Background: an optimization exercise with open tools, aiming at small area and a short achievable clock period. Do not read the settings as production practice. Function was not checked in any run shown here: the RTL went through the layout flow alone. No activity file was given, so power comes from the tool's default toggle rates.

**flow/constraint.sdc**
```tcl
create_clock -name core_clock -period 7.5 [get_ports {clk}]
set_input_delay 1.5000 -clock core_clock [delete_from_list [all_inputs] [get_ports {clk}]]
set_output_delay 1.5000 -clock core_clock [all_outputs]
set_load 0.01 [all_outputs]
```
**flow/config.mk**
```make
export PLATFORM = sky130hd
export DESIGN_NAME = mac
export DESIGN_NICKNAME = mac
export VERILOG_FILES = /design/flow/design.v
export SDC_FILE = /design/flow/constraint.sdc
export NUM_CORES = 4
export LEC_CHECK = 0
export CAP_MARGIN = 20
export CORE_MARGIN = 2
export CORE_UTILIZATION = 40
export SETUP_SLACK_MARGIN = 4.5
export SLEW_MARGIN = 60
export SYNTH_HIERARCHICAL = 1
export SYNTH_MINIMUM_KEEP_SIZE = 0
export TNS_END_PERCENT = 0
```
**flow/standard.sh**
```bash
#!/bin/bash
# synth_recipe.tcl (not shown) runs the flow's synth.tcl, then flattens the netlist and writes it again
# the make line also repeats each setting of config.mk as NAME=value (left out here)
make -C /OpenROAD-flow-scripts/flow DESIGN_CONFIG=/design/flow/config.mk WORK_HOME=/design/flow/orfs CLKGATE_MAP_FILE= SYNTH_SCRIPT=/design/flow/synth_recipe.tcl "${@:-finish}"
```
**flow/flow/run.sh**
```bash
#!/bin/bash
# Standard ORFS layout (the standard.sh, standard synthesis unchanged); the only
# difference is the cell used for the port buffers that buffer_ports inserts.
set -euo pipefail
export BUFFER_PORTS_ARGS="-buffer_cell sky130_fd_sc_hd__buf_2"
bash standard.sh > standard_flow.log 2>&1
```
**flow/design.v**
```verilog
module mac (
    input  logic clk,
    input  logic rst,
    input  logic signed [15:0] a_in,
    input  logic signed [15:0] b_in,
    input  logic acc_clear,
    output logic acc_out_valid,
    output logic signed [34:0] acc_out
);
logic [15:0] a_r;
logic [7:0] one_r, two_r, neg_r;
wire  [16:0] bx = {b_in, 1'b0};
integer k;
always_ff @(posedge clk) begin
    for (k = 0; k < 8; k = k + 1) begin
        one_r[k] <= bx[2*k+1] ^ bx[2*k];
        two_r[k] <= (bx[2*k+2] & ~bx[2*k+1] & ~bx[2*k]) | (~bx[2*k+2] & bx[2*k+1] & bx[2*k]);
        neg_r[k] <= bx[2*k+2];
    end
    a_r <= rst ? 16'd0 : a_in;
end
wire [17:0] ax = {a_r[15], a_r, 1'b0};
wire [16:0] pp0;
wire [16:0] pp1;
wire [16:0] pp2;
wire [16:0] pp3;
wire [16:0] pp4;
wire [16:0] pp5;
wire [16:0] pp6;
wire [16:0] pp7;
genvar gi, gj;
generate for (gj = 0; gj < 8; gj = gj + 1) begin : g_pp
    for (gi = 0; gi < 17; gi = gi + 1) begin : g_bit
        wire v = (one_r[gj] & ax[gi+1]) | (two_r[gj] & ax[gi]);
        if (gj == 0) assign pp0[gi] = v ^ neg_r[0];
        if (gj == 1) assign pp1[gi] = v ^ neg_r[1];
        if (gj == 2) assign pp2[gi] = v ^ neg_r[2];
        if (gj == 3) assign pp3[gi] = v ^ neg_r[3];
        if (gj == 4) assign pp4[gi] = v ^ neg_r[4];
        if (gj == 5) assign pp5[gi] = v ^ neg_r[5];
        if (gj == 6) assign pp6[gi] = v ^ neg_r[6];
        if (gj == 7) assign pp7[gi] = v ^ neg_r[7];
    end
end endgenerate
logic [34:0] acc_s;
logic [16:0] acc_cr;
wire  [34:0] acc_c;
logic [1:0] t;
wire hold = acc_out_valid & ~acc_clear;
wire [34:0] acc_in_s = acc_clear ? 35'd0 : acc_s;
wire [34:0] acc_in_c = acc_clear ? 35'd0 : acc_c;
assign acc_c = {acc_cr[16], 1'b0, acc_cr[15], 1'b0, acc_cr[14], 1'b0, acc_cr[13], 1'b0, acc_cr[12], 1'b0, acc_cr[11], 1'b0, acc_cr[10], 1'b0, acc_cr[9], 1'b0, acc_cr[8], 1'b0, acc_cr[7], 1'b0, acc_cr[6], 1'b0, acc_cr[5], 1'b0, acc_cr[4], 1'b0, acc_cr[3], 1'b0, acc_cr[2], 1'b0, acc_cr[1], 1'b0, acc_cr[0], 1'b0, 1'b0};
wire s0, c0, s1, c1, s2, c2, s3, c3, s4, c4, s5, c5, s6, c6, s7, c7, s8, c8, s9, c9, s10, c10, s11, c11, s12, c12, s13, c13, s14, c14, s15, c15, s16, c16, s17, c17, s18, c18, s19, c19, s20, c20, s21, c21, s22, c22, s23, c23, s24, c24, s25, c25, s26, c26, s27, c27, s28, c28, s29, c29, s30, c30, s31, c31, s32, c32, s33, c33, s34, c34, s35, c35, s36, c36, s37, c37, s38, c38, s39, c39, s40, c40, s41, c41, s42, c42, s43, c43, s44, c44, s45, c45, s46, c46, s47, c47, s48, c48, s49, c49, s50, c50, s51, c51, s52, c52, s53, c53, s54, c54, s55, c55, s56, c56, s57, c57, s58, c58, s59, c59, s60, c60, s61, c61, s62, c62, s63, c63, s64, c64, s65, c65, s66, c66, s67, c67, s68, c68, s69, c69, s70, c70, s71, c71, s72, c72, s73, c73, s74, c74, s75, c75, s76, c76, s77, c77, s78, c78, s79, c79, s80, c80, s81, c81, s82, c82, s83, c83, s84, c84, s85, c85, s86, c86, s87, c87, s88, c88, s89, c89, s90, c90, s91, c91, s92, c92, s93, c93, s94, c94, s95, c95, s96, c96, s97, c97, s98, c98, s99, c99, s100, c100, s101, c101, s102, c102, s103, c103, s104, c104, s105, c105, s106, c106, s107, c107, s108, c108, s109, c109, s110, c110, s111, c111, s112, c112, s113, c113, s114, c114, s115, c115, s116, c116, s117, c117, s118, c118, s119, c119, s120, c120, s121, c121, s122, c122, s123, c123, s124, c124, s125, c125, s126, c126, s127, c127, s128, c128, s129, c129, s130, c130, s131, c131, s132, c132, s133, c133, s134, c134, s135, c135, s136, c136, s137, c137, s138, c138, s139, c139, s140, c140, s141, c141, s142, c142, s143, c143, s144, c144, s145, c145, s146, c146, s147, c147, s148, c148, s149, c149, s150, c150, s151, c151, s152, c152, s153, c153;
mac_ha u_ha0 (.a(neg_r[0]), .b(pp0[0]), .s(s0), .co(c0));
mac_ha u_ha1 (.a(pp0[1]), .b(c0), .s(s1), .co(c1));
mac_fa u_fa2 (.a(neg_r[1]), .b(pp0[2]), .c(pp1[0]), .s(s2), .co(c2));
mac_fa u_fa3 (.a(s2), .b(c1), .c(acc_in_s[2]), .s(s3), .co(c3));
mac_fa u_fa4 (.a(pp0[3]), .b(pp1[1]), .c(c2), .s(s4), .co(c4));
mac_ha u_ha5 (.a(s4), .b(acc_in_s[3]), .s(s5), .co(c5));
mac_fa u_fa6 (.a(neg_r[2]), .b(pp0[4]), .c(pp1[2]), .s(s6), .co(c6));
mac_fa u_fa7 (.a(pp2[0]), .b(s6), .c(c4), .s(s7), .co(c7));
mac_fa u_fa8 (.a(acc_in_s[4]), .b(acc_in_c[4]), .c(c5), .s(s8), .co(c8));
mac_fa u_fa9 (.a(pp0[5]), .b(pp1[3]), .c(pp2[1]), .s(s9), .co(c9));
mac_fa u_fa10 (.a(c6), .b(s9), .c(acc_in_s[5]), .s(s10), .co(c10));
mac_ha u_ha11 (.a(c7), .b(s10), .s(s11), .co(c11));
mac_fa u_fa12 (.a(neg_r[3]), .b(pp0[6]), .c(pp1[4]), .s(s12), .co(c12));
mac_fa u_fa13 (.a(pp2[2]), .b(pp3[0]), .c(c9), .s(s13), .co(c13));
mac_fa u_fa14 (.a(s12), .b(s13), .c(acc_in_s[6]), .s(s14), .co(c14));
mac_fa u_fa15 (.a(acc_in_c[6]), .b(c10), .c(s14), .s(s15), .co(c15));
mac_fa u_fa16 (.a(pp0[7]), .b(pp1[5]), .c(pp2[3]), .s(s16), .co(c16));
mac_fa u_fa17 (.a(pp3[1]), .b(c12), .c(s16), .s(s17), .co(c17));
mac_fa u_fa18 (.a(c13), .b(acc_in_s[7]), .c(s17), .s(s18), .co(c18));
mac_ha u_ha19 (.a(c14), .b(s18), .s(s19), .co(c19));
mac_fa u_fa20 (.a(neg_r[4]), .b(pp0[8]), .c(pp1[6]), .s(s20), .co(c20));
mac_fa u_fa21 (.a(pp2[4]), .b(pp3[2]), .c(pp4[0]), .s(s21), .co(c21));
mac_fa u_fa22 (.a(c16), .b(s20), .c(s21), .s(s22), .co(c22));
mac_fa u_fa23 (.a(c17), .b(acc_in_s[8]), .c(acc_in_c[8]), .s(s23), .co(c23));
mac_fa u_fa24 (.a(s22), .b(c18), .c(s23), .s(s24), .co(c24));
mac_fa u_fa25 (.a(pp0[9]), .b(pp1[7]), .c(pp2[5]), .s(s25), .co(c25));
mac_fa u_fa26 (.a(pp3[3]), .b(pp4[1]), .c(c20), .s(s26), .co(c26));
mac_fa u_fa27 (.a(c21), .b(s25), .c(s26), .s(s27), .co(c27));
mac_fa u_fa28 (.a(c22), .b(acc_in_s[9]), .c(c23), .s(s28), .co(c28));
mac_ha u_ha29 (.a(s27), .b(c24), .s(s29), .co(c29));
mac_fa u_fa30 (.a(neg_r[5]), .b(pp0[10]), .c(pp1[8]), .s(s30), .co(c30));
mac_fa u_fa31 (.a(pp2[6]), .b(pp3[4]), .c(pp4[2]), .s(s31), .co(c31));
mac_fa u_fa32 (.a(pp5[0]), .b(c25), .c(s30), .s(s32), .co(c32));
mac_fa u_fa33 (.a(s31), .b(c26), .c(acc_in_s[10]), .s(s33), .co(c33));
mac_fa u_fa34 (.a(acc_in_c[10]), .b(s32), .c(c27), .s(s34), .co(c34));
mac_fa u_fa35 (.a(s33), .b(c28), .c(s34), .s(s35), .co(c35));
mac_fa u_fa36 (.a(pp0[11]), .b(pp1[9]), .c(pp2[7]), .s(s36), .co(c36));
mac_fa u_fa37 (.a(pp3[5]), .b(pp4[3]), .c(pp5[1]), .s(s37), .co(c37));
mac_fa u_fa38 (.a(c30), .b(c31), .c(s36), .s(s38), .co(c38));
mac_fa u_fa39 (.a(s37), .b(c32), .c(acc_in_s[11]), .s(s39), .co(c39));
mac_fa u_fa40 (.a(s38), .b(c33), .c(s39), .s(s40), .co(c40));
mac_ha u_ha41 (.a(c34), .b(s40), .s(s41), .co(c41));
mac_fa u_fa42 (.a(neg_r[6]), .b(pp0[12]), .c(pp1[10]), .s(s42), .co(c42));
mac_fa u_fa43 (.a(pp2[8]), .b(pp3[6]), .c(pp4[4]), .s(s43), .co(c43));
mac_fa u_fa44 (.a(pp5[2]), .b(pp6[0]), .c(c36), .s(s44), .co(c44));
mac_fa u_fa45 (.a(c37), .b(s42), .c(s43), .s(s45), .co(c45));
mac_fa u_fa46 (.a(s44), .b(c38), .c(acc_in_s[12]), .s(s46), .co(c46));
mac_fa u_fa47 (.a(acc_in_c[12]), .b(s45), .c(c39), .s(s47), .co(c47));
mac_fa u_fa48 (.a(s46), .b(c40), .c(s47), .s(s48), .co(c48));
mac_fa u_fa49 (.a(pp0[13]), .b(pp1[11]), .c(pp2[9]), .s(s49), .co(c49));
mac_fa u_fa50 (.a(pp3[7]), .b(pp4[5]), .c(pp5[3]), .s(s50), .co(c50));
mac_fa u_fa51 (.a(pp6[1]), .b(c42), .c(c43), .s(s51), .co(c51));
mac_fa u_fa52 (.a(s49), .b(s50), .c(c44), .s(s52), .co(c52));
mac_fa u_fa53 (.a(s51), .b(c45), .c(acc_in_s[13]), .s(s53), .co(c53));
mac_fa u_fa54 (.a(s52), .b(c46), .c(s53), .s(s54), .co(c54));
mac_ha u_ha55 (.a(c47), .b(s54), .s(s55), .co(c55));
mac_fa u_fa56 (.a(neg_r[7]), .b(pp0[14]), .c(pp1[12]), .s(s56), .co(c56));
mac_fa u_fa57 (.a(pp2[10]), .b(pp3[8]), .c(pp4[6]), .s(s57), .co(c57));
mac_fa u_fa58 (.a(pp5[4]), .b(pp6[2]), .c(pp7[0]), .s(s58), .co(c58));
mac_fa u_fa59 (.a(c49), .b(c50), .c(s56), .s(s59), .co(c59));
mac_fa u_fa60 (.a(s57), .b(s58), .c(c51), .s(s60), .co(c60));
mac_fa u_fa61 (.a(acc_in_s[14]), .b(acc_in_c[14]), .c(s59), .s(s61), .co(c61));
mac_fa u_fa62 (.a(c52), .b(s60), .c(c53), .s(s62), .co(c62));
mac_fa u_fa63 (.a(s61), .b(c54), .c(s62), .s(s63), .co(c63));
mac_fa u_fa64 (.a(pp0[15]), .b(pp1[13]), .c(pp2[11]), .s(s64), .co(c64));
mac_fa u_fa65 (.a(pp3[9]), .b(pp4[7]), .c(pp5[5]), .s(s65), .co(c65));
mac_fa u_fa66 (.a(pp6[3]), .b(pp7[1]), .c(c56), .s(s66), .co(c66));
mac_fa u_fa67 (.a(c57), .b(c58), .c(s64), .s(s67), .co(c67));
mac_fa u_fa68 (.a(s65), .b(s66), .c(c59), .s(s68), .co(c68));
mac_fa u_fa69 (.a(acc_in_s[15]), .b(s67), .c(c60), .s(s69), .co(c69));
mac_fa u_fa70 (.a(c61), .b(s68), .c(s69), .s(s70), .co(c70));
mac_ha u_ha71 (.a(c62), .b(s70), .s(s71), .co(c71));
mac_fa u_fa72 (.a(pp0[16]), .b(pp1[14]), .c(pp2[12]), .s(s72), .co(c72));
mac_fa u_fa73 (.a(pp3[10]), .b(pp4[8]), .c(pp5[6]), .s(s73), .co(c73));
mac_fa u_fa74 (.a(pp6[4]), .b(pp7[2]), .c(c64), .s(s74), .co(c74));
mac_fa u_fa75 (.a(c65), .b(s72), .c(s73), .s(s75), .co(c75));
mac_fa u_fa76 (.a(c66), .b(s74), .c(c67), .s(s76), .co(c76));
mac_fa u_fa77 (.a(acc_in_s[16]), .b(acc_in_c[16]), .c(s75), .s(s77), .co(c77));
mac_fa u_fa78 (.a(c68), .b(s76), .c(s77), .s(s78), .co(c78));
mac_fa u_fa79 (.a(c69), .b(s78), .c(c70), .s(s79), .co(c79));
mac_fa u_fa80 (.a(pp0[16]), .b(pp1[15]), .c(pp2[13]), .s(s80), .co(c80));
mac_fa u_fa81 (.a(pp3[11]), .b(pp4[9]), .c(pp5[7]), .s(s81), .co(c81));
mac_fa u_fa82 (.a(pp6[5]), .b(pp7[3]), .c(c72), .s(s82), .co(c82));
mac_fa u_fa83 (.a(c73), .b(s80), .c(s81), .s(s83), .co(c83));
mac_fa u_fa84 (.a(c74), .b(s82), .c(c75), .s(s84), .co(c84));
mac_fa u_fa85 (.a(acc_in_s[17]), .b(s83), .c(c76), .s(s85), .co(c85));
mac_fa u_fa86 (.a(c77), .b(s84), .c(s85), .s(s86), .co(c86));
mac_ha u_ha87 (.a(c78), .b(s86), .s(s87), .co(c87));
mac_fa u_fa88 (.a(~pp0[16]), .b(~pp1[16]), .c(pp2[14]), .s(s88), .co(c88));
mac_fa u_fa89 (.a(pp3[12]), .b(pp4[10]), .c(pp5[8]), .s(s89), .co(c89));
mac_fa u_fa90 (.a(pp6[6]), .b(pp7[4]), .c(c80), .s(s90), .co(c90));
mac_fa u_fa91 (.a(c81), .b(s88), .c(s89), .s(s91), .co(c91));
mac_fa u_fa92 (.a(c82), .b(s90), .c(c83), .s(s92), .co(c92));
mac_fa u_fa93 (.a(acc_in_s[18]), .b(acc_in_c[18]), .c(s91), .s(s93), .co(c93));
mac_fa u_fa94 (.a(c84), .b(s92), .c(s93), .s(s94), .co(c94));
mac_fa u_fa95 (.a(c85), .b(s94), .c(c86), .s(s95), .co(c95));
mac_fa u_fa96 (.a(~pp2[15]), .b(pp3[13]), .c(pp4[11]), .s(s96), .co(c96));
mac_fa u_fa97 (.a(pp5[9]), .b(pp6[7]), .c(pp7[5]), .s(s97), .co(c97));
mac_fa u_fa98 (.a(c88), .b(c89), .c(s96), .s(s98), .co(c98));
mac_fa u_fa99 (.a(s97), .b(c90), .c(c91), .s(s99), .co(c99));
mac_fa u_fa100 (.a(acc_in_s[19]), .b(s98), .c(c92), .s(s100), .co(c100));
mac_fa u_fa101 (.a(c93), .b(s99), .c(s100), .s(s101), .co(c101));
mac_ha u_ha102 (.a(c94), .b(s101), .s(s102), .co(c102));
mac_fa u_fa103 (.a(~pp2[16]), .b(pp3[14]), .c(pp4[12]), .s(s103), .co(c103));
mac_fa u_fa104 (.a(pp5[10]), .b(pp6[8]), .c(pp7[6]), .s(s104), .co(c104));
mac_fa u_fa105 (.a(pp2[15]), .b(c96), .c(c97), .s(s105), .co(c105));
mac_fa u_fa106 (.a(s103), .b(s104), .c(s105), .s(s106), .co(c106));
mac_fa u_fa107 (.a(c98), .b(acc_in_s[20]), .c(acc_in_c[20]), .s(s107), .co(c107));
mac_fa u_fa108 (.a(c99), .b(s106), .c(s107), .s(s108), .co(c108));
mac_fa u_fa109 (.a(c100), .b(s108), .c(c101), .s(s109), .co(c109));
mac_fa u_fa110 (.a(~pp3[15]), .b(pp4[13]), .c(pp5[11]), .s(s110), .co(c110));
mac_fa u_fa111 (.a(pp6[9]), .b(pp7[7]), .c(c103), .s(s111), .co(c111));
mac_fa u_fa112 (.a(c104), .b(s110), .c(c105), .s(s112), .co(c112));
mac_fa u_fa113 (.a(s111), .b(acc_in_s[21]), .c(c106), .s(s113), .co(c113));
mac_fa u_fa114 (.a(s112), .b(c107), .c(s113), .s(s114), .co(c114));
mac_ha u_ha115 (.a(c108), .b(s114), .s(s115), .co(c115));
mac_fa u_fa116 (.a(~pp3[16]), .b(pp4[14]), .c(pp5[12]), .s(s116), .co(c116));
mac_fa u_fa117 (.a(pp6[10]), .b(pp7[8]), .c(pp3[15]), .s(s117), .co(c117));
mac_fa u_fa118 (.a(c110), .b(s116), .c(s117), .s(s118), .co(c118));
mac_fa u_fa119 (.a(c111), .b(acc_in_s[22]), .c(acc_in_c[22]), .s(s119), .co(c119));
mac_fa u_fa120 (.a(s118), .b(c112), .c(s119), .s(s120), .co(c120));
mac_fa u_fa121 (.a(c113), .b(s120), .c(c114), .s(s121), .co(c121));
mac_fa u_fa122 (.a(~pp4[15]), .b(pp5[13]), .c(pp6[11]), .s(s122), .co(c122));
mac_fa u_fa123 (.a(pp7[9]), .b(c116), .c(c117), .s(s123), .co(c123));
mac_fa u_fa124 (.a(s122), .b(s123), .c(c118), .s(s124), .co(c124));
mac_fa u_fa125 (.a(acc_in_s[23]), .b(c119), .c(s124), .s(s125), .co(c125));
mac_ha u_ha126 (.a(c120), .b(s125), .s(s126), .co(c126));
mac_fa u_fa127 (.a(~pp4[16]), .b(pp5[14]), .c(pp6[12]), .s(s127), .co(c127));
mac_fa u_fa128 (.a(pp7[10]), .b(pp4[15]), .c(c122), .s(s128), .co(c128));
mac_fa u_fa129 (.a(s127), .b(c123), .c(s128), .s(s129), .co(c129));
mac_fa u_fa130 (.a(acc_in_s[24]), .b(acc_in_c[24]), .c(c124), .s(s130), .co(c130));
mac_fa u_fa131 (.a(s129), .b(c125), .c(s130), .s(s131), .co(c131));
mac_fa u_fa132 (.a(~pp5[15]), .b(pp6[13]), .c(pp7[11]), .s(s132), .co(c132));
mac_fa u_fa133 (.a(c127), .b(s132), .c(c128), .s(s133), .co(c133));
mac_fa u_fa134 (.a(acc_in_s[25]), .b(c129), .c(s133), .s(s134), .co(c134));
mac_ha u_ha135 (.a(c130), .b(s134), .s(s135), .co(c135));
mac_fa u_fa136 (.a(~pp5[16]), .b(pp6[14]), .c(pp7[12]), .s(s136), .co(c136));
mac_fa u_fa137 (.a(pp5[15]), .b(c132), .c(s136), .s(s137), .co(c137));
mac_fa u_fa138 (.a(acc_in_s[26]), .b(acc_in_c[26]), .c(s137), .s(s138), .co(c138));
mac_fa u_fa139 (.a(c133), .b(s138), .c(c134), .s(s139), .co(c139));
mac_fa u_fa140 (.a(~pp6[15]), .b(pp7[13]), .c(c136), .s(s140), .co(c140));
mac_fa u_fa141 (.a(s140), .b(c137), .c(acc_in_s[27]), .s(s141), .co(c141));
mac_ha u_ha142 (.a(c138), .b(s141), .s(s142), .co(c142));
mac_fa u_fa143 (.a(~pp6[16]), .b(pp7[14]), .c(pp6[15]), .s(s143), .co(c143));
mac_fa u_fa144 (.a(s143), .b(c140), .c(acc_in_s[28]), .s(s144), .co(c144));
mac_fa u_fa145 (.a(acc_in_c[28]), .b(c141), .c(s144), .s(s145), .co(c145));
mac_fa u_fa146 (.a(~pp7[15]), .b(c143), .c(acc_in_s[29]), .s(s146), .co(c146));
mac_ha u_ha147 (.a(c144), .b(s146), .s(s147), .co(c147));
mac_fa u_fa148 (.a(~pp7[16]), .b(pp7[15]), .c(acc_in_s[30]), .s(s148), .co(c148));
mac_fa u_fa149 (.a(acc_in_c[30]), .b(c146), .c(s148), .s(s149), .co(c149));
mac_ha u_ha150 (.a(~acc_in_s[31]), .b(c148), .s(s150), .co(c150));
mac_fa u_fa151 (.a(~acc_in_s[32]), .b(acc_in_c[32]), .c(acc_in_s[31]), .s(s151), .co(c151));
mac_ha u_ha152 (.a(~acc_in_s[33]), .b(acc_in_s[32]), .s(s152), .co(c152));
mac_fa u_fa153 (.a(~acc_in_s[34]), .b(acc_in_c[34]), .c(acc_in_s[33]), .s(s153), .co(c153));
wire [34:0] rx = {c152, s152, c150, s150, c147, s147, c142, s142, c135, s135, c126, s126, c115, s115, c102, s102, c87, s87, c71, s71, c55, s55, c41, s41, c29, s29, c19, s19, c11, s11, s7, s5, acc_in_c[2], s1, s0};
wire [34:0] ry = {s153, c151, s151, c149, s149, c145, s145, c139, s139, c131, s131, c121, s121, c109, s109, c95, s95, c79, s79, c63, s63, c48, s48, c35, s35, s28, s24, c15, s15, c8, s8, c3, s3, acc_in_s[1], acc_in_s[0]};
wire [34:0] nxt_s;
wire [34:0] nxt_c;
wire [2:0] blk0;
wire [1:0] bp0 = rx[1:0] ^ ry[1:0];
wire [1:0] bg0 = rx[1:0] & ry[1:0];
wire [2:0] bc0;
assign bc0[0] = 1'b0;
assign blk0[0] = bp0[0];
assign bc0[1] = bg0[0];
mac_xor u_bx0_1 (.a(bp0[1]), .b(bc0[1]), .y(blk0[1]));
assign bc0[2] = bg0[1] | (bp0[1] & bc0[1]);
assign blk0[2] = bc0[2];
assign nxt_s[1:0] = blk0[1:0];
wire [2:0] blk2;
wire [1:0] bp2 = rx[3:2] ^ ry[3:2];
wire [1:0] bg2 = rx[3:2] & ry[3:2];
wire [2:0] bc2;
assign bc2[0] = 1'b0;
assign blk2[0] = bp2[0];
assign bc2[1] = bg2[0];
mac_xor u_bx2_1 (.a(bp2[1]), .b(bc2[1]), .y(blk2[1]));
assign bc2[2] = bg2[1] | (bp2[1] & bc2[1]);
assign blk2[2] = bc2[2];
assign nxt_s[3:2] = blk2[1:0];
wire [2:0] blk4;
wire [1:0] bp4 = rx[5:4] ^ ry[5:4];
wire [1:0] bg4 = rx[5:4] & ry[5:4];
wire [2:0] bc4;
assign bc4[0] = 1'b0;
assign blk4[0] = bp4[0];
assign bc4[1] = bg4[0];
mac_xor u_bx4_1 (.a(bp4[1]), .b(bc4[1]), .y(blk4[1]));
assign bc4[2] = bg4[1] | (bp4[1] & bc4[1]);
assign blk4[2] = bc4[2];
assign nxt_s[5:4] = blk4[1:0];
wire [2:0] blk6;
wire [1:0] bp6 = rx[7:6] ^ ry[7:6];
wire [1:0] bg6 = rx[7:6] & ry[7:6];
wire [2:0] bc6;
assign bc6[0] = 1'b0;
assign blk6[0] = bp6[0];
assign bc6[1] = bg6[0];
mac_xor u_bx6_1 (.a(bp6[1]), .b(bc6[1]), .y(blk6[1]));
assign bc6[2] = bg6[1] | (bp6[1] & bc6[1]);
assign blk6[2] = bc6[2];
assign nxt_s[7:6] = blk6[1:0];
wire [2:0] blk8;
wire [1:0] bp8 = rx[9:8] ^ ry[9:8];
wire [1:0] bg8 = rx[9:8] & ry[9:8];
wire [2:0] bc8;
assign bc8[0] = 1'b0;
assign blk8[0] = bp8[0];
assign bc8[1] = bg8[0];
mac_xor u_bx8_1 (.a(bp8[1]), .b(bc8[1]), .y(blk8[1]));
assign bc8[2] = bg8[1] | (bp8[1] & bc8[1]);
assign blk8[2] = bc8[2];
assign nxt_s[9:8] = blk8[1:0];
wire [2:0] blk10;
wire [1:0] bp10 = rx[11:10] ^ ry[11:10];
wire [1:0] bg10 = rx[11:10] & ry[11:10];
wire [2:0] bc10;
assign bc10[0] = 1'b0;
assign blk10[0] = bp10[0];
assign bc10[1] = bg10[0];
mac_xor u_bx10_1 (.a(bp10[1]), .b(bc10[1]), .y(blk10[1]));
assign bc10[2] = bg10[1] | (bp10[1] & bc10[1]);
assign blk10[2] = bc10[2];
assign nxt_s[11:10] = blk10[1:0];
wire [2:0] blk12;
wire [1:0] bp12 = rx[13:12] ^ ry[13:12];
wire [1:0] bg12 = rx[13:12] & ry[13:12];
wire [2:0] bc12;
assign bc12[0] = 1'b0;
assign blk12[0] = bp12[0];
assign bc12[1] = bg12[0];
mac_xor u_bx12_1 (.a(bp12[1]), .b(bc12[1]), .y(blk12[1]));
assign bc12[2] = bg12[1] | (bp12[1] & bc12[1]);
assign blk12[2] = bc12[2];
assign nxt_s[13:12] = blk12[1:0];
wire [2:0] blk14;
wire [1:0] bp14 = rx[15:14] ^ ry[15:14];
wire [1:0] bg14 = rx[15:14] & ry[15:14];
wire [2:0] bc14;
assign bc14[0] = 1'b0;
assign blk14[0] = bp14[0];
assign bc14[1] = bg14[0];
mac_xor u_bx14_1 (.a(bp14[1]), .b(bc14[1]), .y(blk14[1]));
assign bc14[2] = bg14[1] | (bp14[1] & bc14[1]);
assign blk14[2] = bc14[2];
assign nxt_s[15:14] = blk14[1:0];
wire [2:0] blk16;
wire [1:0] bp16 = rx[17:16] ^ ry[17:16];
wire [1:0] bg16 = rx[17:16] & ry[17:16];
wire [2:0] bc16;
assign bc16[0] = 1'b0;
assign blk16[0] = bp16[0];
assign bc16[1] = bg16[0];
mac_xor u_bx16_1 (.a(bp16[1]), .b(bc16[1]), .y(blk16[1]));
assign bc16[2] = bg16[1] | (bp16[1] & bc16[1]);
assign blk16[2] = bc16[2];
assign nxt_s[17:16] = blk16[1:0];
wire [2:0] blk18;
wire [1:0] bp18 = rx[19:18] ^ ry[19:18];
wire [1:0] bg18 = rx[19:18] & ry[19:18];
wire [2:0] bc18;
assign bc18[0] = 1'b0;
assign blk18[0] = bp18[0];
assign bc18[1] = bg18[0];
mac_xor u_bx18_1 (.a(bp18[1]), .b(bc18[1]), .y(blk18[1]));
assign bc18[2] = bg18[1] | (bp18[1] & bc18[1]);
assign blk18[2] = bc18[2];
assign nxt_s[19:18] = blk18[1:0];
wire [2:0] blk20;
wire [1:0] bp20 = rx[21:20] ^ ry[21:20];
wire [1:0] bg20 = rx[21:20] & ry[21:20];
wire [2:0] bc20;
assign bc20[0] = 1'b0;
assign blk20[0] = bp20[0];
assign bc20[1] = bg20[0];
mac_xor u_bx20_1 (.a(bp20[1]), .b(bc20[1]), .y(blk20[1]));
assign bc20[2] = bg20[1] | (bp20[1] & bc20[1]);
assign blk20[2] = bc20[2];
assign nxt_s[21:20] = blk20[1:0];
wire [2:0] blk22;
wire [1:0] bp22 = rx[23:22] ^ ry[23:22];
wire [1:0] bg22 = rx[23:22] & ry[23:22];
wire [2:0] bc22;
assign bc22[0] = 1'b0;
assign blk22[0] = bp22[0];
assign bc22[1] = bg22[0];
mac_xor u_bx22_1 (.a(bp22[1]), .b(bc22[1]), .y(blk22[1]));
assign bc22[2] = bg22[1] | (bp22[1] & bc22[1]);
assign blk22[2] = bc22[2];
assign nxt_s[23:22] = blk22[1:0];
wire [2:0] blk24;
wire [1:0] bp24 = rx[25:24] ^ ry[25:24];
wire [1:0] bg24 = rx[25:24] & ry[25:24];
wire [2:0] bc24;
assign bc24[0] = 1'b0;
assign blk24[0] = bp24[0];
assign bc24[1] = bg24[0];
mac_xor u_bx24_1 (.a(bp24[1]), .b(bc24[1]), .y(blk24[1]));
assign bc24[2] = bg24[1] | (bp24[1] & bc24[1]);
assign blk24[2] = bc24[2];
assign nxt_s[25:24] = blk24[1:0];
wire [2:0] blk26;
wire [1:0] bp26 = rx[27:26] ^ ry[27:26];
wire [1:0] bg26 = rx[27:26] & ry[27:26];
wire [2:0] bc26;
assign bc26[0] = 1'b0;
assign blk26[0] = bp26[0];
assign bc26[1] = bg26[0];
mac_xor u_bx26_1 (.a(bp26[1]), .b(bc26[1]), .y(blk26[1]));
assign bc26[2] = bg26[1] | (bp26[1] & bc26[1]);
assign blk26[2] = bc26[2];
assign nxt_s[27:26] = blk26[1:0];
wire [2:0] blk28;
wire [1:0] bp28 = rx[29:28] ^ ry[29:28];
wire [1:0] bg28 = rx[29:28] & ry[29:28];
wire [2:0] bc28;
assign bc28[0] = 1'b0;
assign blk28[0] = bp28[0];
assign bc28[1] = bg28[0];
mac_xor u_bx28_1 (.a(bp28[1]), .b(bc28[1]), .y(blk28[1]));
assign bc28[2] = bg28[1] | (bp28[1] & bc28[1]);
assign blk28[2] = bc28[2];
assign nxt_s[29:28] = blk28[1:0];
wire [2:0] blk30;
wire [1:0] bp30 = rx[31:30] ^ ry[31:30];
wire [1:0] bg30 = rx[31:30] & ry[31:30];
wire [2:0] bc30;
assign bc30[0] = 1'b0;
assign blk30[0] = bp30[0];
assign bc30[1] = bg30[0];
mac_xor u_bx30_1 (.a(bp30[1]), .b(bc30[1]), .y(blk30[1]));
assign bc30[2] = bg30[1] | (bp30[1] & bc30[1]);
assign blk30[2] = bc30[2];
assign nxt_s[31:30] = blk30[1:0];
wire [2:0] blk32;
wire [1:0] bp32 = rx[33:32] ^ ry[33:32];
wire [1:0] bg32 = rx[33:32] & ry[33:32];
wire [2:0] bc32;
assign bc32[0] = 1'b0;
assign blk32[0] = bp32[0];
assign bc32[1] = bg32[0];
mac_xor u_bx32_1 (.a(bp32[1]), .b(bc32[1]), .y(blk32[1]));
assign bc32[2] = bg32[1] | (bp32[1] & bc32[1]);
assign blk32[2] = bc32[2];
assign nxt_s[33:32] = blk32[1:0];
wire [1:0] blk34;
wire [0:0] bp34 = rx[34:34] ^ ry[34:34];
wire [0:0] bg34 = rx[34:34] & ry[34:34];
wire [1:0] bc34;
assign bc34[0] = 1'b0;
assign blk34[0] = bp34[0];
assign bc34[1] = bg34[0];
assign blk34[1] = bc34[1];
assign nxt_s[34:34] = blk34[0:0];
assign nxt_c[0] = 1'b0;
assign nxt_c[1] = 1'b0;
assign nxt_c[2] = blk0[2];
assign nxt_c[3] = 1'b0;
assign nxt_c[4] = blk2[2];
assign nxt_c[5] = 1'b0;
assign nxt_c[6] = blk4[2];
assign nxt_c[7] = 1'b0;
assign nxt_c[8] = blk6[2];
assign nxt_c[9] = 1'b0;
assign nxt_c[10] = blk8[2];
assign nxt_c[11] = 1'b0;
assign nxt_c[12] = blk10[2];
assign nxt_c[13] = 1'b0;
assign nxt_c[14] = blk12[2];
assign nxt_c[15] = 1'b0;
assign nxt_c[16] = blk14[2];
assign nxt_c[17] = 1'b0;
assign nxt_c[18] = blk16[2];
assign nxt_c[19] = 1'b0;
assign nxt_c[20] = blk18[2];
assign nxt_c[21] = 1'b0;
assign nxt_c[22] = blk20[2];
assign nxt_c[23] = 1'b0;
assign nxt_c[24] = blk22[2];
assign nxt_c[25] = 1'b0;
assign nxt_c[26] = blk24[2];
assign nxt_c[27] = 1'b0;
assign nxt_c[28] = blk26[2];
assign nxt_c[29] = 1'b0;
assign nxt_c[30] = blk28[2];
assign nxt_c[31] = 1'b0;
assign nxt_c[32] = blk30[2];
assign nxt_c[33] = 1'b0;
assign nxt_c[34] = blk32[2];
wire [16:0] nxt_cr = {nxt_c[34], nxt_c[32], nxt_c[30], nxt_c[28], nxt_c[26], nxt_c[24], nxt_c[22], nxt_c[20], nxt_c[18], nxt_c[16], nxt_c[14], nxt_c[12], nxt_c[10], nxt_c[8], nxt_c[6], nxt_c[4], nxt_c[2]};
always_ff @(posedge clk) begin
    if (rst) begin
        acc_s <= '0; acc_cr <= '0; acc_out_valid <= 1'b0; t <= 2'd0;
    end else if (acc_clear) begin
        acc_s <= nxt_s; acc_cr <= nxt_cr; t <= 2'd1; acc_out_valid <= 1'b0;
    end else if (!acc_out_valid) begin
        acc_s <= nxt_s; acc_cr <= nxt_cr; t <= t + 2'd1; acc_out_valid <= (t == 2'd3);
    end
end
wire ao0 = &acc_s[1:0];
wire ao1 = &acc_s[3:2];
wire ao2 = &acc_s[5:4];
wire ao3 = &acc_s[7:6];
wire ao4 = &acc_s[9:8];
wire ao5 = &acc_s[11:10];
wire ao6 = &acc_s[13:12];
wire ao7 = &acc_s[15:14];
wire ao8 = &acc_s[17:16];
wire ao9 = &acc_s[19:18];
wire ao10 = &acc_s[21:20];
wire ao11 = &acc_s[23:22];
wire ao12 = &acc_s[25:24];
wire ao13 = &acc_s[27:26];
wire ao14 = &acc_s[29:28];
wire ao15 = &acc_s[31:30];
wire ao16 = &acc_s[33:32];
wire ao17 = &acc_s[34:34];
wire xg0 = acc_c[4] | (ao1 & acc_c[2]);
wire xp0 = ao1 & ao0;
wire xg1 = acc_c[8] | (ao3 & acc_c[6]);
wire xp1 = ao3 & ao2;
wire xg2 = acc_c[12] | (ao5 & acc_c[10]);
wire xp2 = ao5 & ao4;
wire xg3 = acc_c[16] | (ao7 & acc_c[14]);
wire xp3 = ao7 & ao6;
wire xg4 = acc_c[20] | (ao9 & acc_c[18]);
wire xp4 = ao9 & ao8;
wire xg5 = acc_c[24] | (ao11 & acc_c[22]);
wire xp5 = ao11 & ao10;
wire xg6 = acc_c[28] | (ao13 & acc_c[26]);
wire xp6 = ao13 & ao12;
wire xg7 = acc_c[32] | (ao15 & acc_c[30]);
wire xp7 = ao15 & ao14;
wire xg8 = acc_c[6] | (ao2 & xg0);
wire xp8 = ao2 & xp0;
wire xg9 = xg1 | (xp1 & xg0);
wire xp9 = xp1 & xp0;
wire xg10 = acc_c[14] | (ao6 & xg2);
wire xp10 = ao6 & xp2;
wire xg11 = xg3 | (xp3 & xg2);
wire xp11 = xp3 & xp2;
wire xg12 = acc_c[22] | (ao10 & xg4);
wire xp12 = ao10 & xp4;
wire xg13 = xg5 | (xp5 & xg4);
wire xp13 = xp5 & xp4;
wire xg14 = acc_c[30] | (ao14 & xg6);
wire xp14 = ao14 & xp6;
wire xg15 = xg7 | (xp7 & xg6);
wire xp15 = xp7 & xp6;
wire xg16 = acc_c[10] | (ao4 & xg9);
wire xp16 = ao4 & xp9;
wire xg17 = xg2 | (xp2 & xg9);
wire xp17 = xp2 & xp9;
wire xg18 = xg10 | (xp10 & xg9);
wire xp18 = xp10 & xp9;
wire xg19 = xg11 | (xp11 & xg9);
wire xp19 = xp11 & xp9;
wire xg20 = acc_c[26] | (ao12 & xg13);
wire xp20 = ao12 & xp13;
wire xg21 = xg6 | (xp6 & xg13);
wire xp21 = xp6 & xp13;
wire xg22 = xg14 | (xp14 & xg13);
wire xp22 = xp14 & xp13;
wire xg23 = xg15 | (xp15 & xg13);
wire xp23 = xp15 & xp13;
wire xg24 = acc_c[18] | (ao8 & xg19);
wire xp24 = ao8 & xp19;
wire xg25 = xg4 | (xp4 & xg19);
wire xp25 = xp4 & xp19;
wire xg26 = xg12 | (xp12 & xg19);
wire xp26 = xp12 & xp19;
wire xg27 = xg13 | (xp13 & xg19);
wire xp27 = xp13 & xp19;
wire xg28 = xg20 | (xp20 & xg19);
wire xp28 = xp20 & xp19;
wire xg29 = xg21 | (xp21 & xg19);
wire xp29 = xp21 & xp19;
wire xg30 = xg22 | (xp22 & xg19);
wire xp30 = xp22 & xp19;
wire xg31 = xg23 | (xp23 & xg19);
wire xp31 = xp23 & xp19;
wire xg32 = acc_c[34] | (ao16 & xg31);
wire xp32 = ao16 & xp31;
wire ci0 = 1'b0;
assign acc_out[0] = acc_s[0] ^ (ci0);
assign acc_out[1] = acc_s[1] ^ (ci0 & acc_s[0]);
wire ci1 = acc_c[2];
assign acc_out[2] = acc_s[2] ^ (ci1);
assign acc_out[3] = acc_s[3] ^ (ci1 & acc_s[2]);
wire ci2 = xg0;
assign acc_out[4] = acc_s[4] ^ (ci2);
assign acc_out[5] = acc_s[5] ^ (ci2 & acc_s[4]);
wire ci3 = xg8;
assign acc_out[6] = acc_s[6] ^ (ci3);
assign acc_out[7] = acc_s[7] ^ (ci3 & acc_s[6]);
wire ci4 = xg9;
assign acc_out[8] = acc_s[8] ^ (ci4);
assign acc_out[9] = acc_s[9] ^ (ci4 & acc_s[8]);
wire ci5 = xg16;
assign acc_out[10] = acc_s[10] ^ (ci5);
assign acc_out[11] = acc_s[11] ^ (ci5 & acc_s[10]);
wire ci6 = xg17;
assign acc_out[12] = acc_s[12] ^ (ci6);
assign acc_out[13] = acc_s[13] ^ (ci6 & acc_s[12]);
wire ci7 = xg18;
assign acc_out[14] = acc_s[14] ^ (ci7);
assign acc_out[15] = acc_s[15] ^ (ci7 & acc_s[14]);
wire ci8 = xg19;
assign acc_out[16] = acc_s[16] ^ (ci8);
assign acc_out[17] = acc_s[17] ^ (ci8 & acc_s[16]);
wire ci9 = xg24;
assign acc_out[18] = acc_s[18] ^ (ci9);
assign acc_out[19] = acc_s[19] ^ (ci9 & acc_s[18]);
wire ci10 = xg25;
assign acc_out[20] = acc_s[20] ^ (ci10);
assign acc_out[21] = acc_s[21] ^ (ci10 & acc_s[20]);
wire ci11 = xg26;
assign acc_out[22] = acc_s[22] ^ (ci11);
assign acc_out[23] = acc_s[23] ^ (ci11 & acc_s[22]);
wire ci12 = xg27;
assign acc_out[24] = acc_s[24] ^ (ci12);
assign acc_out[25] = acc_s[25] ^ (ci12 & acc_s[24]);
wire ci13 = xg28;
assign acc_out[26] = acc_s[26] ^ (ci13);
assign acc_out[27] = acc_s[27] ^ (ci13 & acc_s[26]);
wire ci14 = xg29;
assign acc_out[28] = acc_s[28] ^ (ci14);
assign acc_out[29] = acc_s[29] ^ (ci14 & acc_s[28]);
wire ci15 = xg30;
assign acc_out[30] = acc_s[30] ^ (ci15);
assign acc_out[31] = acc_s[31] ^ (ci15 & acc_s[30]);
wire ci16 = xg31;
assign acc_out[32] = acc_s[32] ^ (ci16);
assign acc_out[33] = acc_s[33] ^ (ci16 & acc_s[32]);
wire ci17 = xg32;
assign acc_out[34] = acc_s[34] ^ (ci17);
endmodule
module mac_fa (input logic a, input logic b, input logic c, output logic s, output logic co);
    assign s = a ^ b ^ c;
    assign co = (a & b) | (c & (a ^ b));
endmodule
module mac_ha (input logic a, input logic b, output logic s, output logic co);
    assign s = a ^ b;
    assign co = a & b;
endmodule
module mac_xor (input logic a, input logic b, output logic y);
    assign y = a ^ b;
endmodule
```
==> summary.md, run 1 <==
| Metric | Value |
|---|---|
| Final setup viols | `0` |
| # rows | `between 50 and 60` |
| Register area share after synthesis | `18.6%` |
| Port Buf Inserts | `70` |
| Final ANT Viol Nets | `0` |
| CORE AREA | `25200 sq um` |
| Max-Cap Viols | `0` |
| Total Power | `between 0.005 and 0.006 W` |
| WL/cell | `between 15 and 20 microns` |
| Worst hold start | `acc_s[1]$_SDFFE_PP0P_` |
| Most frequent cells in the layout | `125 x xnor2_1, 111 x fa_1, 108 x a22oi_1` |
| Cell count after synthesis | `~1000` |
| Asr flop ratio synth | `0%` |
| Area Overhead vs Synth | `16.7%` |
| TNS Setup | `0 ns` |
| Initial antenna violation count | `0` |
| Hold endpoint | `acc_s[1]$_SDFFE_PP0P_` |
| Status | `timing/DRC/antenna clean` |
| Share of layout cells above drive strength 1 | `24.1%` |
| Pins Over Slew Limit | `0` |
| Min-Delay Path Class | `reg -> reg` |
| Final hold vios | `0` |
| Slew @ Worst Pin | `between 0.5 and 0.6 ns` |
| First-pass GRT wire length | `a little over 40000 microns` |
| Worst path required time | `between 7 and 8 ns` |
| # diodes | `0` |
| CTS tree | `yes` |
| Vias | `approximately 7700` |
| Clock Root Buffer | `clkbuf_16` |
| Vias per Instance | `5.46` |
| Worst reg2reg endpoint | `acc_s[19]$_SDFFE_PP0P_` |
| Hold buffers post-CTS | `0` |
| H-tree depth | `3` |
| Slew margin rel. | `63.5%` |
| Total of fill cells in the finished design | `around 2400` |
| Initial Util | `around two fifths` |
| Nets | `around 1300` |
| Grt total ovfl | `0` |
| DR DRC count | `0` |
| Final Critical Period | `approximately 4.0 ns` |
| Post-detail-place hpwl | `between 15000 and 20000 microns` |
| Post-synth EDFFs | `0` |
| Primary FF master, synth | `dfxtp_1` |
| Startpoint types | `flop` |
| Max Freq | `roughly 0.25 GHz` |
| Die height | `roughly 160 microns` |
| Hold depth | `2` |
| WL final | `roughly 26000 microns` |
| Yosys cell types | `47` |
| CP max FO | `6` |
| Clk_skew | `about 0.012 ns` |
| R2R Path Start | `one_r[2]$_DFF_P_` |
| Iter 0 DRT Violations | `546` |
| Clk slew on worst S/H paths | `~0.080 ns` |
| CTS Sinks | `95` |
| CTS buffer count | `9` |
| RSZ-0062 raised after global routing | `true` |
| Peak VDD IR | `between 0.2 and 0.3 mV` |
| Leakage power | `4.77 nW` |
| Cell area after synthesis | `10200 sq um` |
| Die area | `~27000 sq um` |
| Top Ports | `between 70 and 80` |
| FF-to-FF path depth | `12` |
| Period utilization | `a little over half` |
| Maximum root-to-sink buffer count | `2` |
| Clock Latency Late Sink | `0.37 ns` |
| Post-Syn Area per Cell | `9.81 sq um` |
| Flop-to-flop setup slack | `3.48 ns` |
| GPL Wtd Cong | `approximately 0.84` |
| DR pass1 iterations | `6` |
| Yosys reg bits | `95` |
| Most common cell after layout, fill and taps aside | `xnor2_1` |
| Pwr dens | `approximately 450 nW/um^2` |
| Largest net degree at the start of global routing | `slightly above 70` |
| Total GRT Usage | `about a fifth` |
| Setup CP Type | `reg -> reg` |
| Worst EP arrival | `approximately 4.3 ns` |
| Number of global-route vias before repair | `7821` |
| Die X | `roughly 160 microns` |
| Setup crit end kind | `flop` |
| Total number of yosys warnings | `7` |
[state kept, by name (all words and copies together), names as in the netlist]
register       count
acc_s             35
one_r              8
two_r              8
acc_cr            17
t                  2
neg_r              8
a_r               16
acc_out_valid      1
[per-layer routing]
metal | up-vias | part of all wire (%) | global-route usage, %
met3 | 31 | 4.3 | 2.47
met2 | 218 | 53 | 35.5
met1 | 3878 | 41 | 25.4
met5 | - | 0 | 0
li1 | 3604 | - | -
met4 | 0 | 2.0 | 6.10
[cells by family after synthesis]
kind of cell | Yosys count | synth area share [%]
compound gates | 221 | 15.6
xor+xnor | 178 | 15.2
fa+ha+maj | 205 | 35.0
buf+inv | 115 | 4.41
flops | 95 | 18.6
mux | 1 | 0.0978
simple gates | 228 | 11.0
[Yosys stat by module, one instance, submodules excluded]
module / times used / cells / flip-flops and latches
mac_xor: 17 / 1 / 0
mac: 1 / 872 / 95
mac_ha: 18 / 1 / 0
mac_fa: 136 / 1 / 0
[how the worst max path moves through the flow]
| stage | from | end | slack, ns | depth (start not counted) |
|---|---|---|---|---|
| finish | one_r[2]$_DFF_P_ | acc_s[19]$_SDFFE_PP0P_ | 3.48 | 12 |
| global route | one_r[2]$_DFF_P_ | acc_s[19]$_SDFFE_PP0P_ | 3.33 | 12 |
| CTS | a_r[15]$_SDFF_PP0_ | acc_s[23]$_SDFFE_PP0P_ | 3.51 | 13 |
| detailed placement | acc_clear | acc_s[23]$_SDFFE_PP0P_ | 2.90 | 10 |
| global placement | acc_clear | acc_s[17]$_SDFFE_PP0P_ | 2.91 | 10 |
| floorplan | a_r[14]$_SDFF_PP0_ | acc_s[19]$_SDFFE_PP0P_ | 3.58 | 14 |
[area by class of cell]
type / count / area, sq um / area share [%]
inverter: 16 / 60.1 / 0.503
multi-input combinational: 833 / 8290 / 69.4
tap: 330 / 413 / 3.46
sequential: 95 / 2040 / 17.0
clock buffer: 9 / 225 / 1.89
timing repair buffer: 125 / 812 / 6.80
clock inverter: 7 / 111 / 0.932
[worst max-delay path, stage by stage, from the launching register on]
cell     delay, ns
dfxtp_4       0.38
buf_4         0.17
a22oi_2       0.22
xnor2_2       0.11
fa_1          0.56
fa_2          0.48
fa_1          0.54
fa_1          0.44
fa_2          0.56
ha_4          0.14
xor2_1        0.13
nand2_1       0.06
a21oi_1       0.16
[stage by stage]
| stage | std cells | setup WS [ns] | cell area, sq um | util (%) | hold slack (ns) |
|---|---|---|---|---|---|
| after detailed placement | 1353 | 2.90 | 11000 | 43.8 | 0.456 |
| after floorplan | 1043 | 3.58 | 10700 | - | 0.441 |
| after global placement | 1352 | 2.91 | 11000 | 43.5 | 0.452 |
| after CTS | 1412 | 3.51 | 11900 | 47.2 | 0.468 |
| final | 1415 | 3.48 | 11900 | 47.4 | 0.466 |
| after global routing | 1415 | 3.33 | 11900 | 47.4 | 0.489 |
[Yosys cell counts (2+ instances only)]
cell type / count / area share [%]
buf_1: 2 / 0.073
buf_4: 2 / 0.15
nand2b_1: 11 / 0.67
fa_1: 136 / 27
xor2_1: 48 / 4.1
o21ai_0: 16 / 0.78
nand3_1: 2 / 0.098
nor2b_1: 65 / 4.0
inv_1: 16 / 0.59
a21oi_1: 37 / 1.8
a22oi_1: 120 / 8.8
a31o_1: 3 / 0.26
xnor2_1: 130 / 11
dfxtp_1: 95 / 19
a31oi_1: 4 / 0.24
a21o_1: 2 / 0.15
o31ai_1: 2 / 0.15
o31ai_2: 2 / 0.24
clkbuf_1: 85 / 3.1
o21bai_1: 2 / 0.15
buf_2: 10 / 0.49
nand3b_1: 7 / 0.51
nand2_1: 89 / 3.3
nor2_1: 26 / 0.95
a211oi_1: 20 / 1.5
nor3_1: 21 / 1.0
a31o_2: 2 / 0.17
ha_1: 69 / 8.4
[timing repair]
item,CTS,global route
resized for setup,61,10
setup endpoints to repair,73,75
buffers inserted,43,3
pin swaps,10,3
[power breakdown]
part           internal [W]  switching [W]
Clock              0.000301       0.000237
Combinational       0.00211        0.00193
Sequential         0.000652       0.000195
Total               0.00306        0.00236
==> inputs of run 2 (changes only) <==
--- a/flow/design.v
+++ b/flow/design.v
@@ -537,54 +537,54 @@
 wire ci0 = 1'b0;
-assign acc_out[0] = acc_s[0] ^ (ci0);
-assign acc_out[1] = acc_s[1] ^ (ci0 & acc_s[0]);
+mac_xor u_xo0 (.a(acc_s[0]), .b(ci0), .y(acc_out[0]));
+mac_xor u_xo1 (.a(acc_s[1]), .b(ci0 & acc_s[0]), .y(acc_out[1]));
 wire ci1 = acc_c[2];
-assign acc_out[2] = acc_s[2] ^ (ci1);
-assign acc_out[3] = acc_s[3] ^ (ci1 & acc_s[2]);
+mac_xor u_xo2 (.a(acc_s[2]), .b(ci1), .y(acc_out[2]));
+mac_xor u_xo3 (.a(acc_s[3]), .b(ci1 & acc_s[2]), .y(acc_out[3]));
 wire ci2 = xg0;
-assign acc_out[4] = acc_s[4] ^ (ci2);
-assign acc_out[5] = acc_s[5] ^ (ci2 & acc_s[4]);
+mac_xor u_xo4 (.a(acc_s[4]), .b(ci2), .y(acc_out[4]));
+mac_xor u_xo5 (.a(acc_s[5]), .b(ci2 & acc_s[4]), .y(acc_out[5]));
 wire ci3 = xg8;
-assign acc_out[6] = acc_s[6] ^ (ci3);
-assign acc_out[7] = acc_s[7] ^ (ci3 & acc_s[6]);
+mac_xor u_xo6 (.a(acc_s[6]), .b(ci3), .y(acc_out[6]));
+mac_xor u_xo7 (.a(acc_s[7]), .b(ci3 & acc_s[6]), .y(acc_out[7]));
 wire ci4 = xg9;
-assign acc_out[8] = acc_s[8] ^ (ci4);
-assign acc_out[9] = acc_s[9] ^ (ci4 & acc_s[8]);
+mac_xor u_xo8 (.a(acc_s[8]), .b(ci4), .y(acc_out[8]));
+mac_xor u_xo9 (.a(acc_s[9]), .b(ci4 & acc_s[8]), .y(acc_out[9]));
 wire ci5 = xg16;
-assign acc_out[10] = acc_s[10] ^ (ci5);
-assign acc_out[11] = acc_s[11] ^ (ci5 & acc_s[10]);
+mac_xor u_xo10 (.a(acc_s[10]), .b(ci5), .y(acc_out[10]));
+mac_xor u_xo11 (.a(acc_s[11]), .b(ci5 & acc_s[10]), .y(acc_out[11]));
 wire ci6 = xg17;
-assign acc_out[12] = acc_s[12] ^ (ci6);
-assign acc_out[13] = acc_s[13] ^ (ci6 & acc_s[12]);
+mac_xor u_xo12 (.a(acc_s[12]), .b(ci6), .y(acc_out[12]));
+mac_xor u_xo13 (.a(acc_s[13]), .b(ci6 & acc_s[12]), .y(acc_out[13]));
 wire ci7 = xg18;
-assign acc_out[14] = acc_s[14] ^ (ci7);
-assign acc_out[15] = acc_s[15] ^ (ci7 & acc_s[14]);
+mac_xor u_xo14 (.a(acc_s[14]), .b(ci7), .y(acc_out[14]));
+mac_xor u_xo15 (.a(acc_s[15]), .b(ci7 & acc_s[14]), .y(acc_out[15]));
 wire ci8 = xg19;
-assign acc_out[16] = acc_s[16] ^ (ci8);
-assign acc_out[17] = acc_s[17] ^ (ci8 & acc_s[16]);
+mac_xor u_xo16 (.a(acc_s[16]), .b(ci8), .y(acc_out[16]));
+mac_xor u_xo17 (.a(acc_s[17]), .b(ci8 & acc_s[16]), .y(acc_out[17]));
 wire ci9 = xg24;
-assign acc_out[18] = acc_s[18] ^ (ci9);
-assign acc_out[19] = acc_s[19] ^ (ci9 & acc_s[18]);
+mac_xor u_xo18 (.a(acc_s[18]), .b(ci9), .y(acc_out[18]));
+mac_xor u_xo19 (.a(acc_s[19]), .b(ci9 & acc_s[18]), .y(acc_out[19]));
 wire ci10 = xg25;
-assign acc_out[20] = acc_s[20] ^ (ci10);
-assign acc_out[21] = acc_s[21] ^ (ci10 & acc_s[20]);
+mac_xor u_xo20 (.a(acc_s[20]), .b(ci10), .y(acc_out[20]));
+mac_xor u_xo21 (.a(acc_s[21]), .b(ci10 & acc_s[20]), .y(acc_out[21]));
 wire ci11 = xg26;
-assign acc_out[22] = acc_s[22] ^ (ci11);
-assign acc_out[23] = acc_s[23] ^ (ci11 & acc_s[22]);
+mac_xor u_xo22 (.a(acc_s[22]), .b(ci11), .y(acc_out[22]));
+mac_xor u_xo23 (.a(acc_s[23]), .b(ci11 & acc_s[22]), .y(acc_out[23]));
 wire ci12 = xg27;
-assign acc_out[24] = acc_s[24] ^ (ci12);
-assign acc_out[25] = acc_s[25] ^ (ci12 & acc_s[24]);
+mac_xor u_xo24 (.a(acc_s[24]), .b(ci12), .y(acc_out[24]));
+mac_xor u_xo25 (.a(acc_s[25]), .b(ci12 & acc_s[24]), .y(acc_out[25]));
 wire ci13 = xg28;
-assign acc_out[26] = acc_s[26] ^ (ci13);
-assign acc_out[27] = acc_s[27] ^ (ci13 & acc_s[26]);
+mac_xor u_xo26 (.a(acc_s[26]), .b(ci13), .y(acc_out[26]));
+mac_xor u_xo27 (.a(acc_s[27]), .b(ci13 & acc_s[26]), .y(acc_out[27]));
 wire ci14 = xg29;
-assign acc_out[28] = acc_s[28] ^ (ci14);
-assign acc_out[29] = acc_s[29] ^ (ci14 & acc_s[28]);
+mac_xor u_xo28 (.a(acc_s[28]), .b(ci14), .y(acc_out[28]));
+mac_xor u_xo29 (.a(acc_s[29]), .b(ci14 & acc_s[28]), .y(acc_out[29]));
 wire ci15 = xg30;
-assign acc_out[30] = acc_s[30] ^ (ci15);
-assign acc_out[31] = acc_s[31] ^ (ci15 & acc_s[30]);
+mac_xor u_xo30 (.a(acc_s[30]), .b(ci15), .y(acc_out[30]));
+mac_xor u_xo31 (.a(acc_s[31]), .b(ci15 & acc_s[30]), .y(acc_out[31]));
 wire ci16 = xg31;
-assign acc_out[32] = acc_s[32] ^ (ci16);
-assign acc_out[33] = acc_s[33] ^ (ci16 & acc_s[32]);
+mac_xor u_xo32 (.a(acc_s[32]), .b(ci16), .y(acc_out[32]));
+mac_xor u_xo33 (.a(acc_s[33]), .b(ci16 & acc_s[32]), .y(acc_out[33]));
 wire ci17 = xg32;
-assign acc_out[34] = acc_s[34] ^ (ci17);
+mac_xor u_xo34 (.a(acc_s[34]), .b(ci17), .y(acc_out[34]));
 endmodule
==> run 2 against run 1 <==
Effect of this change: routed wire length shrank 1.2%; total power is 0.20% lower; sequential share of layout area is 0.11 points lower; critical path type unchanged; largest cell class unchanged; largest power group unchanged.
==> summary.md, run 2 <==
| Metric | Value |
|---|---|
| Cell area after layout | `between 10000 and 15000 sq um` |
| Total of fill cells in the finished design | `roughly 2400` |
| Vias | `approximately 7700` |
| Area occupied by multi-input gates | `between 8000 and 9000 sq um` |
| DR DRC count | `0` |
| Biggest register | `acc_s` |
| CTS Sinks | `95` |
| Total number of yosys warnings | `7` |
| FF/Latch Area | `a little over 2000 sq um` |
| DR pass1 iterations | `5` |
| Cell count after synthesis | `about 1100` |
| Top Ports | `71` |
| Grt total ovfl | `0` |
| Final core area utilization | `roughly 47%` |
| RSZ-0062 raised after global routing | `true` |
| Max-Cap Viols | `0` |
| Status | `timing/DRC/antenna clean` |
| Final Critical Period | `roughly 4 ns` |
| Clock Root Buffer | `clkbuf_16` |
| Iter 0 DRT Violations | `a little over 500` |
| Number of global-route vias before repair | `7519` |
| Post-synth EDFFs | `0` |
| Total Power | `0.00541 W` |
| Peak VDD IR | `slightly below 0.4 mV` |
| Post-Syn Area per Cell | `9.70 sq um` |
| Area contributors post-synth | `fa_1 26%, dfxtp_1 18%, xnor2_1 11%` |
| Die X | `around 160 microns` |
| Maximum root-to-sink buffer count | `2` |
| Clock Latency Late Sink | `around 0.36 ns` |
| Final hold vios | `0` |
| CORE AREA | `25300 sq um` |
| Primary FF master, synth | `dfxtp_1` |
| Final ANT Viol Nets | `0` |
| Biggest cell delay along the critical path | `~0.59 ns` |
| Hold buffers post-CTS | `0` |
| WL final | `between 20000 and 30000 microns` |
| Yosys cell types | `44` |
| Slew @ Worst Pin | `between 0.5 and 0.6 ns` |
| Die area | `around 27000 sq um` |
| First-pass GRT wire length | `41800 microns` |
| CTS buffer count | `9` |
| Setup CP Type | `reg -> reg` |
| Setup crit end kind | `flop` |
| Crit path cell chain | `a22oi_2, xnor2_1, fa_1, fa_1, fa_1, fa_1, fa_2, ha_4, xor2_1, nand2_1, a21oi_1` |
| Asr flop ratio synth | `0%` |
| Area of placed instances | `11200 sq um` |
| Final setup viols | `0` |
| Die height | `between 150 and 200 microns` |
| Largest delay contributor family on the critical path | `adder cells` |
| # rows | `58` |
| Largest net degree at the start of global routing | `just over 70` |
| Area Overhead vs Synth | `15.8%` |
| H-tree depth | `3` |
| Initial Util | `40.8%` |
| GPL Wtd Cong | `approximately 0.81` |
| Most frequent cell after synthesis | `fa_1` |
| Vias per Instance | `approximately 5.4` |
| Most common cell on crit path | `fa_1` |
| Post-detail-place hpwl | `18400 microns` |
| Post-synth top cells | `136 x fa_1, 131 x xnor2_1, 120 x a22oi_1` |
| Yosys reg bits | `95` |
| Port Buf Inserts | `70` |
| Largest area contributor in the netlist | `fa_1` |
| Slew margin rel. | `roughly two thirds` |
| Largest regs | `acc_s: 35 flops, acc_cr: 17 flops, a_r: 16 flops` |
| WL/cell | `~18 microns` |
| CTS tree | `yes` |
| Pwr dens | `~450 nW/um^2` |
| Period utilization | `a little over half` |
| Min-Delay Path Class | `reg -> reg` |
| Share of layout cells above drive strength 1 | `22.6%` |
| Startpoint types | `flop` |
| TNS Setup | `0 ns` |
| Initial antenna violation count | `0` |
| Crit path buf inv count | `0` |
| Leakage power | `approximately 4.7 nW` |
| CP max FO | `16` |
| Worst path required time | `between 7 and 8 ns` |
| Most frequent cells in the layout | `125 x xnor2_1, 113 x fa_1, 108 x a22oi_1` |
| Cell area after synthesis | `~10000 sq um` |
| # diodes | `0` |
| Yosys top cell area share | `about a quarter` |
| Register area share after synthesis | `18.5%` |
| Nets | `1315` |
| Pins Over Slew Limit | `0` |
| Clk slew on worst S/H paths | `0.08 ns` |
| Max Freq | `0.247 GHz` |
| Total GRT Usage | `approximately 20%` |
| Most common cell after layout, fill and taps aside | `xnor2_1` |
| Slowest cell on crit path | `fa_1` |
| Clk_skew | `approximately 0.012 ns` |
| Largest register FFs | `35` |
| Worst EP arrival | `around 4.3 ns` |
[run 2: area by class of cell]
type / instances / area share (%)
inverters: 13 / 0.409
multi-input cells: 858 / 70.3
flip-flops and latches: 95 / 16.9
clock buffers: 10 / 2.00
repair buffers: 114 / 6.25
clock inverters: 6 / 0.598
well taps: 330 / 3.46
[run 2: final timing paths]
path	end	cells past startpoint	slack, ns	start
hold / removal	acc_s[0]$_SDFFE_PP0P_	2	0.49	acc_s[0]$_SDFFE_PP0P_
setup / recovery	acc_s[17]$_SDFFE_PP0P_	11	3.45	a_r[13]$_SDFF_PP0_
setup reg to reg	acc_s[17]$_SDFFE_PP0P_	11	3.45	a_r[13]$_SDFF_PP0_
hold reg to reg	acc_s[0]$_SDFFE_PP0P_	2	0.49	acc_s[0]$_SDFFE_PP0P_
[run 2: cells by family (layout without fill, tap and decap cells)]
logic type | count (synthesis) | after routing | share of synthesized area [%]
xor gates and xnor gates | 197 | 197 | 16.7
and+or+nand+nor | 248 | 248 | 12.5
buffers and inverters | 110 | 143 | 4.13
AOI/OAI and AO/OA | 221 | 221 | 15.1
adders and majority gates | 189 | 189 | 32.9
other | 1 | 2 | 0.0364
DFF | 95 | 95 | 18.5
muxes | 1 | 1 | 0.0972
[run 2: through the flow]
step	setup WS, ns	hold WS [ns]	instances
floorplan	3.57	0.452	1063
global placement	2.94	0.476	1374
detailed placement	2.91	0.480	1375
CTS	3.50	0.495	1414
global route	3.33	0.506	1426
finish	3.45	0.490	1426
[run 2: Yosys stat by module (local to each module, per instance)]
module	cell area, sq um	cells	copies in the design
mac	6900	856	1
mac_fa	20.0	1	136
mac_ha	12.5	1	18
mac_xor	8.76	1	52
[run 2: repair_timing]
item,CTS,global route
buffers inserted,23,12
setup endpoints to repair,74,74
gates resized for setup,41,11
pin swaps,8,6
[run 2: tightest hold or removal path, delay by kind of cell (launching register included)]
kind | cells | cell delay [ns]
and+or+nand+nor | 1 | 0.06
DFF | 1 | 0.34
AOI/OAI and AO/OA | 1 | 0.05
[run 2: report_power, final]
part	switching, W	leakage, nW	internal (W)	total [W]
Combinational	0.00194	3.79	0.00211	0.00405
Clock	0.000220	0.155	0.000273	0.000494
Sequential	0.000216	0.807	0.000650	0.000866
[run 2: metal layers]
metal | vias to the layer above | track usage, % | part of all wire, %
met4 | 0 | 4.62 | 1.0
li1 | 3642 | - | -
met2 | 255 | 28.4 | 43
met5 | - | 0 | 0
met1 | 3752 | 30.4 | 49
met3 | 18 | 3.74 | 6.8

afterwards: timing with drivers on the ports:
The flow's constraints put no driver on any port. The routed layouts listed below were extracted and timed again, unchanged, in two steps.
Step 1: set_driving_cell puts a clkbuf_16 on clk and a buf_2 on each other input, an assumption about the parent block.
Step 2 also shifts input and output timing later by t, the mid clock arrival at the registers, as if the neighbouring blocks saw the same clock.
Three values: no drivers, after step 1, after step 2; two values: the first two.
| run | shift t [ns] | slack for setup (ns) | clock arrival spread, ns | worst register clock-pin slew, ns |
|---|---|---|---|---|
| run 1 | 0.407 | 3.482 / 3.470 / 3.155 | 0.012 / 0.013 | 0.08 / 0.08 |
| run 2 | 0.397 | 3.453 / 3.453 / 3.135 | 0.013 / 0.013 | 0.08 / 0.08 |
After both steps every run listed still meets setup and hold. The setup slack of run 1, which loses most, moves by -0.012 ns with the drivers and by -0.327 ns with both steps.
